What follows belongs to an exercise in optimizing a design on an open flow for small area; a production flow would make more cautious choices. At most, simulation tests tie the RTL to the original design; equivalence was not proved. Power and IR drop assume default switching activity.

## the reference run
## pianotiles
module pianotiles(
		CLOCK_50,
		reset,
		KEY,
		plot,
		vga_x,
		vga_y,
		vga_colour,
		HEX0,
		HEX1,
		LEDR
		);
Size: roughly 92 flip-flops, ~59 I/O pins, ~5100 um2 of cells after synthesis.
Settings: LEC_CHECK=0, CAP_MARGIN=20, CORE_MARGIN=2, CORE_UTILIZATION=40, PLACE_DENSITY=0.6, SLEW_MARGIN=20; clock period 10.0 ns.
standard.sh (not shown) runs the stock make flow with config.mk's settings and CLKGATE_MAP_FILE= SYNTH_SCRIPT=/design/flow/synth_recipe.tcl, a recipe that flattens the netlist after the stock synthesis.
==> flow/flow/run.sh <==
#!/bin/bash
# Own layout flow: the standard layout (standard.sh) with these changes.
#  - Synthesis is the standard script (synth_recipe.tcl), but its abc step
#    uses an area-oriented ABC script (area.abc), run with eight seeds of its
#    &deepsyn step keeping the smallest result, and adders are left to ABC
#    (ADDER_MAP_FILE empty) instead of half/full-adder cells. Registers are
#    mapped before the abc step, exactly as in the standard synthesis.
#  - The port buffers are sky130_fd_sc_hd__buf_1 cells.
#  - Clock tree synthesis takes its arguments from cts_args.
#  - The constant outputs share one tie cell (SKIP_REPAIR_TIE_FANOUT).
# Each tool writes its full log under orfs/logs/; make's output goes to
# standard.log in the work folder.
set -euo pipefail
here=$(cd "$(dirname "${BASH_SOURCE[0]}")" && pwd)
bash standard.sh \
	SYNTH_SCRIPT="$here/own_synth.tcl" \
	ADDER_MAP_FILE= \
	SKIP_REPAIR_TIE_FANOUT=1 \
	"BUFFER_PORTS_ARGS=-buffer_cell sky130_fd_sc_hd__buf_1" \
	"CTS_ARGS=$(cat "$here/cts_args")" \
	finish > standard.log 2>&1
==> flow/flow/area.abc <==
strash
&get -n
&deepsyn -T 10 -S @SEED@
&put
&get -n
&st
&dch -f
&nf -R 100 -p -C 32 -F 8 -A 8
&put
topo
Other scripts of this flow, unchanged in this note and not shown: flow/flow/cts_args, flow/flow/own_synth.tcl
Relative to the reference run, the following input files were edited for the trial run:
--- a/flow/flow/area.abc
+++ b/flow/flow/area.abc
@@ -9,2 +9,16 @@
 &put
+mfs2 -W 4 -M 5000
+strash
+&get -n
+&st
+&dch -f
+&nf -R 100 -p -C 32 -F 8 -A 8
+&put
+mfs2 -W 4 -M 5000
+strash
+&get -n
+&st
+&dch -f
+&nf -R 100 -p -C 32 -F 8 -A 8
+&put
 topo
Notes after the runs:
Diff the reference run -> the trial run: design area went down, critical path required time shows a reduction of 0.08 ns, detailed placer's ending HPWL has increased, power share of the clock group neither gained nor lost much. [the trial run] post-synthesis to final-layout area growth rose 0.43 points relative to the reference run. Diff the trial run and the reference run: non-clock buffer count higher in the trial run. Master of the slowest instance on the critical path = sky130_fd_sc_hd__dfxtp_1: the trial run; master of the slowest instance on the critical path = sky130_fd_sc_hd__nor4_1: the reference run. Compared with the reference run, in the trial run number of vias after detailed routing fell 28; post-synthesis cell count saw a decrease; placeable core region shrank by 2.8%.


pianotiles, a different RTL version from the one above (not shown whole).
Size: ~59 I/O pins.
export LEC_CHECK = 0
export CAP_MARGIN = 20
export CORE_MARGIN = 2
export CORE_UTILIZATION = 40
export PLACE_DENSITY = 0.6
export SLEW_MARGIN = 20
create_clock -name core_clock -period 10.0 [get_ports {CLOCK_50}]
==> flow/flow/run.sh <==
#!/bin/bash
# Own layout flow: the standard layout (standard.sh) with two changes.
#  - Synthesis is the standard script (synth_recipe.tcl), but its abc step
#    uses an area-oriented ABC script (area.abc) and adders are left to ABC
#    (ADDER_MAP_FILE empty) instead of half/full-adder cells. Registers are
#    mapped before the abc step, exactly as in the standard synthesis.
#  - The port buffers are sky130_fd_sc_hd__buf_1 cells.
# Each tool writes its full log under orfs/logs/; make's output goes to
# standard.log in the work folder.
set -euo pipefail
here=$(cd "$(dirname "${BASH_SOURCE[0]}")" && pwd)
bash standard.sh \
	SYNTH_SCRIPT="$here/own_synth.tcl" \
	ADDER_MAP_FILE= \
	"BUFFER_PORTS_ARGS=-buffer_cell sky130_fd_sc_hd__buf_1" \
	finish > standard.log 2>&1
==> flow/flow/area.abc <==
strash
&get -n
&st
&dch
&nf -a
&put
mfs2 -W 4 -M 5000
strash
&get -n
&st
&dch -f
&nf -a
&put
topo
==> flow/flow/own_synth.tcl <==
# The standard synthesis (synth_recipe.tcl in the work folder) with its abc
# call pointed at area.abc, next to this file.
set own_dir [file dirname [file normalize [info script]]]
proc abc {args} {
  global own_dir
  set i [lsearch -exact $args -script]
  if { $i >= 0 } {
    lset args [expr { $i + 1 }] [file join $own_dir area.abc]
  }
  puts "own_synth: abc $args"
  yosys abc {*}$args
}
source [file join [file dirname $own_dir] synth_recipe.tcl]
==> next run, changes <==
--- a/flow/flow/run.sh
+++ b/flow/flow/run.sh
@@ -7,0 +8 @@
+#  - Clock tree synthesis takes its arguments from cts_args.
@@ -15,0 +17 @@
+	"CTS_ARGS=$(cat "$here/cts_args")" \
==> flow/flow/area.abc (replaced) <==
strash
&get -n
&deepsyn -T 10
&put
&get -n
&st
&dch -f
&nf -a
&put
topo
==> flow/flow/cts_args (new file) <==
-sink_clustering_enable -repair_clock_nets -buf_list sky130_fd_sc_hd__clkbuf_8 -sink_clustering_size 20 -dont_use_dummy_load
The new run completed with no timing, DRC or antenna violations.
Hold slack degrades by 0.0053 ns.
Synthesized area falls by a few percent.
Setup slack improved by 0.46 ns.
Combinational power came out lower by a few percent.
==> next run, changes <==
==> flow/flow/cts_args (replaced) <==
-sink_clustering_enable -repair_clock_nets -buf_list sky130_fd_sc_hd__clkbuf_16 -sink_clustering_size 35 -dont_use_dummy_load
After rerunning: Global-route usage is unchanged. Non-clock buffer count stays the same. Hold slack is worse by 0.0067 ns.
Function was not checked in any run of this note: the RTL went through the layout flow alone.


== v1 ==
pianotiles, a different RTL version from the one above (not shown whole).
Size: roughly 5200 um2 of cells after synthesis.
Settings: LEC_CHECK=0, CAP_MARGIN=20, CORE_MARGIN=2, CORE_UTILIZATION=40, PLACE_DENSITY=0.6, SLEW_MARGIN=20; clock period 10.0 ns.
==> flow/flow/run.sh <==
#!/bin/bash
# Own layout flow: the standard layout (standard.sh) with two changes.
#  - Synthesis is the standard script (synth_recipe.tcl), but its abc step
#    uses an area-oriented ABC script (area.abc) and adders are left to ABC
#    (ADDER_MAP_FILE empty) instead of half/full-adder cells. Registers are
#    mapped before the abc step, exactly as in the standard synthesis.
#  - The port buffers are sky130_fd_sc_hd__buf_1 cells.
#  - Clock tree synthesis takes its arguments from cts_args.
# Each tool writes its full log under orfs/logs/; make's output goes to
# standard.log in the work folder.
set -euo pipefail
here=$(cd "$(dirname "${BASH_SOURCE[0]}")" && pwd)
bash standard.sh \
	SYNTH_SCRIPT="$here/own_synth.tcl" \
	ADDER_MAP_FILE= \
	"BUFFER_PORTS_ARGS=-buffer_cell sky130_fd_sc_hd__buf_1" \
	"CTS_ARGS=$(cat "$here/cts_args")" \
	finish > standard.log 2>&1
==> flow/flow/area.abc <==
strash
&get -n
&deepsyn -T 10
&put
&get -n
&st
&dch -f
&nf -a
&put
topo
==> flow/flow/cts_args <==
-sink_clustering_enable -repair_clock_nets -root_buf sky130_fd_sc_hd__clkbuf_8 -buf_list sky130_fd_sc_hd__clkbuf_4 -sink_clustering_max_diameter 50 -dont_use_dummy_load
Scripts as last shown in full above: flow/flow/own_synth.tcl
Edits applied to the flow inputs when going from v1 to v19:
--- a/flow/flow/run.sh
+++ b/flow/flow/run.sh
@@ -2,5 +2,6 @@
 # Own layout flow: the standard layout (standard.sh) with two changes.
 #  - Synthesis is the standard script (synth_recipe.tcl), but its abc step
-#    uses an area-oriented ABC script (area.abc) and adders are left to ABC
+#    uses an area-oriented ABC script (area.abc), run with eight seeds of its
+#    &deepsyn step keeping the smallest result, and adders are left to ABC
 #    (ADDER_MAP_FILE empty) instead of half/full-adder cells. Registers are
 #    mapped before the abc step, exactly as in the standard synthesis.
==> flow/flow/area.abc <==
strash
&get -n
&deepsyn -T 10 -S @SEED@
&put
&get -n
&st
&dch -f
&nf -R 100 -p -C 32 -F 8 -A 8
&put
topo
==> flow/flow/cts_args <==
-sink_clustering_enable -repair_clock_nets -buf_list sky130_fd_sc_hd__clkbuf_8 -sink_clustering_max_diameter 50 -dont_use_dummy_load
==> flow/flow/own_synth.tcl <==
# The standard synthesis (synth_recipe.tcl in the work folder) with its abc
# call replaced: the logic is mapped with an area-oriented ABC script
# (area.abc, next to this file) once per random seed of its &deepsyn step,
# and the smallest result is kept. abc maps only the logic between the
# registers, which the standard script has already mapped.
set own_dir [file dirname [file normalize [info script]]]
proc own_area {lib} {
  set fn [file join $::env(OBJECTS_DIR) own_stat.txt]
  tee -q -o $fn stat -liberty $lib
  set f [open $fn r]
  set t [read $f]
  close $f
  if { [regexp {Chip area for module '[^']*': ([0-9.eE+-]+)} $t -> a] } { return $a }
  return 1e30
}
proc abc {args} {
  global own_dir
  set i [lsearch -exact $args -script]
  set lib [lindex $args [expr { [lsearch -exact $args -liberty] + 1 }]]
  set src [open [file join $own_dir area.abc] r]
  set script [read $src]
  close $src
  design -save own_pre
  set best 1e30
  set best_seed -1
  foreach seed {0 1 2 3 4 5 6 7} {
    design -load own_pre
    set fn [file join $::env(OBJECTS_DIR) own_area_$seed.abc]
    set out [open $fn w]
    puts -nonewline $out [string map [list @SEED@ $seed] $script]
    close $out
    set a $args
    lset a [expr { $i + 1 }] $fn
    puts "own_synth: abc seed $seed"
    yosys abc {*}$a
    set area [own_area $lib]
    puts "own_synth: seed $seed area $area"
    if { $area < $best } {
      set best $area
      set best_seed $seed
      design -save own_best
    }
  }
  design -load own_best
  puts "own_synth: kept seed $best_seed, area $best"
}
source [file join [file dirname $own_dir] synth_recipe.tcl]
### Flow results
v19 closes out successfully: all stages finished, all timing, DRC and antenna checks passed. Of v19 and v1, the run reporting the higher die area was v1. In v19, share of the synthesized area in compound gates (AO/OA/AOI/OAI) is lower than in v1. v19 vs v1: number of different library cells in the post-synthesis netlist down in v19. The setup slack in v19 was lower than what v1 gave. On v19: combinational cell power is about 4% lower than what v1 gave. On count of cell instances traversed by the critical path, the lower figure sits with v1, not v19.
Setup changes, v19 to v3
--- a/flow/flow/run.sh
+++ b/flow/flow/run.sh
@@ -2,6 +2,5 @@
 # Own layout flow: the standard layout (standard.sh) with two changes.
 #  - Synthesis is the standard script (synth_recipe.tcl), but its abc step
-#    uses an area-oriented ABC script (area.abc), run with eight seeds of its
-#    &deepsyn step keeping the smallest result, and adders are left to ABC
+#    uses an area-oriented ABC script (area.abc) and adders are left to ABC
 #    (ADDER_MAP_FILE empty) instead of half/full-adder cells. Registers are
 #    mapped before the abc step, exactly as in the standard synthesis.
==> flow/flow/area.abc <==
strash
&get -n
&deepsyn -T 10
&put
&get -n
&st
&dch -f
&nf -a
&put
topo
==> flow/flow/own_synth.tcl <==
# The standard synthesis (synth_recipe.tcl in the work folder) with its abc
# call pointed at area.abc, next to this file.
set own_dir [file dirname [file normalize [info script]]]
proc abc {args} {
  global own_dir
  set i [lsearch -exact $args -script]
  if { $i >= 0 } {
    lset args [expr { $i + 1 }] [file join $own_dir area.abc]
  }
  puts "own_synth: abc $args"
  yosys abc {*}$args
}
source [file join [file dirname $own_dir] synth_recipe.tcl]
Notes after the runs:
On overall routed net length: between v3 and v19, it ends up lower for v19. Compared with v19, v3 shows total power draw that has gone up slightly. Flop-to-flop setup slack sits higher in v3 than in v19.
Modified inputs, v6 compared to v3
--- a/flow/flow/run.sh
+++ b/flow/flow/run.sh
@@ -2,5 +2,6 @@
 # Own layout flow: the standard layout (standard.sh) with two changes.
 #  - Synthesis is the standard script (synth_recipe.tcl), but its abc step
-#    uses an area-oriented ABC script (area.abc) and adders are left to ABC
+#    uses an area-oriented ABC script (area.abc), run with eight seeds of its
+#    &deepsyn step keeping the smallest result, and adders are left to ABC
 #    (ADDER_MAP_FILE empty) instead of half/full-adder cells. Registers are
 #    mapped before the abc step, exactly as in the standard synthesis.
@@ -14,4 +15,5 @@
 	SYNTH_SCRIPT="$here/own_synth.tcl" \
 	ADDER_MAP_FILE= \
+	SKIP_REPAIR_TIE_FANOUT=1 \
 	"BUFFER_PORTS_ARGS=-buffer_cell sky130_fd_sc_hd__buf_1" \
 	"CTS_ARGS=$(cat "$here/cts_args")" \
==> flow/flow/area.abc <==
strash
&get -n
&deepsyn -T 10 -S @SEED@
&put
&get -n
&st
&dch -f
&nf -R 100 -p -C 32 -F 8 -A 8
&put
topo
==> flow/flow/own_synth.tcl <==
# The standard synthesis (synth_recipe.tcl in the work folder) with its abc
# call replaced: the logic is mapped with an area-oriented ABC script
# (area.abc, next to this file) once per random seed of its &deepsyn step,
# and the smallest result is kept. abc maps only the logic between the
# registers, which the standard script has already mapped.
set own_dir [file dirname [file normalize [info script]]]
proc own_area {lib} {
  set fn [file join $::env(OBJECTS_DIR) own_stat.txt]
  tee -q -o $fn stat -liberty $lib
  set f [open $fn r]
  set t [read $f]
  close $f
  if { [regexp {Chip area for module '[^']*': ([0-9.eE+-]+)} $t -> a] } { return $a }
  return 1e30
}
proc abc {args} {
  global own_dir
  set i [lsearch -exact $args -script]
  set lib [lindex $args [expr { [lsearch -exact $args -liberty] + 1 }]]
  set src [open [file join $own_dir area.abc] r]
  set script [read $src]
  close $src
  design -save own_pre
  set best 1e30
  set best_seed -1
  foreach seed {0 1 2 3 4 5 6 7} {
    design -load own_pre
    set fn [file join $::env(OBJECTS_DIR) own_area_$seed.abc]
    set out [open $fn w]
    puts -nonewline $out [string map [list @SEED@ $seed] $script]
    close $out
    set a $args
    lset a [expr { $i + 1 }] $fn
    puts "own_synth: abc seed $seed"
    yosys abc {*}$a
    set area [own_area $lib]
    puts "own_synth: seed $seed area $area"
    if { $area < $best } {
      set best $area
      set best_seed $seed
      design -save own_best
    }
  }
  design -load own_best
  puts "own_synth: kept seed $best_seed, area $best"
}
source [file join [file dirname $own_dir] synth_recipe.tcl]
--- outcome ---
- No stage failed in v6, and the final checks on the layout all came back clean.
- v3 → v6: power after layout now sits lower; xor/xnor cell area share of the yosys netlist now sits at about the same level; pin count of the biggest net entering global routing now sits higher.

## re-timing with driven ports
How much do the figures lean on ideal ports? The routed layouts below were timed once more, with nothing changed but the port constraints. Step 1: set_driving_cell puts a clkbuf_16 on CLOCK_50 and a buf_2 on each other input, an assumption about the parent block. Step 2 also shifts input and output timing later by t, the mid clock arrival at the registers, as if the neighbouring blocks saw the same clock. a / b / c = no drivers / after step 1 / after step 2; a / b = the first two.
run | shift t [ns] | setup WS [ns] | worst register clock-pin slew, ns | worst data-port slew with drivers (ns) | pins driven straight from the clock port
the reference run | 0.398 | 1.831 / 1.831 / 1.831 | 0.08 / 0.08 | 0.03 | 1
the trial run | 0.393 | 0.805 / 0.805 / 0.805 | 0.09 / 0.09 | 0.03 | 1
the first run of note 2 | 0.387 | 3.434 / 3.434 / 3.434 | 0.08 / 0.08 | 0.03 | 1
the second run of note 2 | 0.415 | 3.891 / 3.891 / 3.891 | 0.12 / 0.12 | 0.03 | 1
the third run of note 2 | 0.391 | 3.918 / 3.918 / 3.918 | 0.08 / 0.08 | 0.03 | 1
v1 | 0.394 | 3.103 / 3.103 / 3.103 | 0.09 / 0.09 | 0.03 | 1
v19 | 0.399 | 1.849 / 1.849 / 1.849 | 0.08 / 0.08 | 0.03 | 1
v3 | 0.394 | 3.103 / 3.103 / 3.103 | 0.09 / 0.09 | 0.03 | 1
v6 | 0.389 | 1.833 / 1.833 / 1.833 | 0.08 / 0.08 | 0.03 | 1
After both steps setup and hold are still met in every run listed.
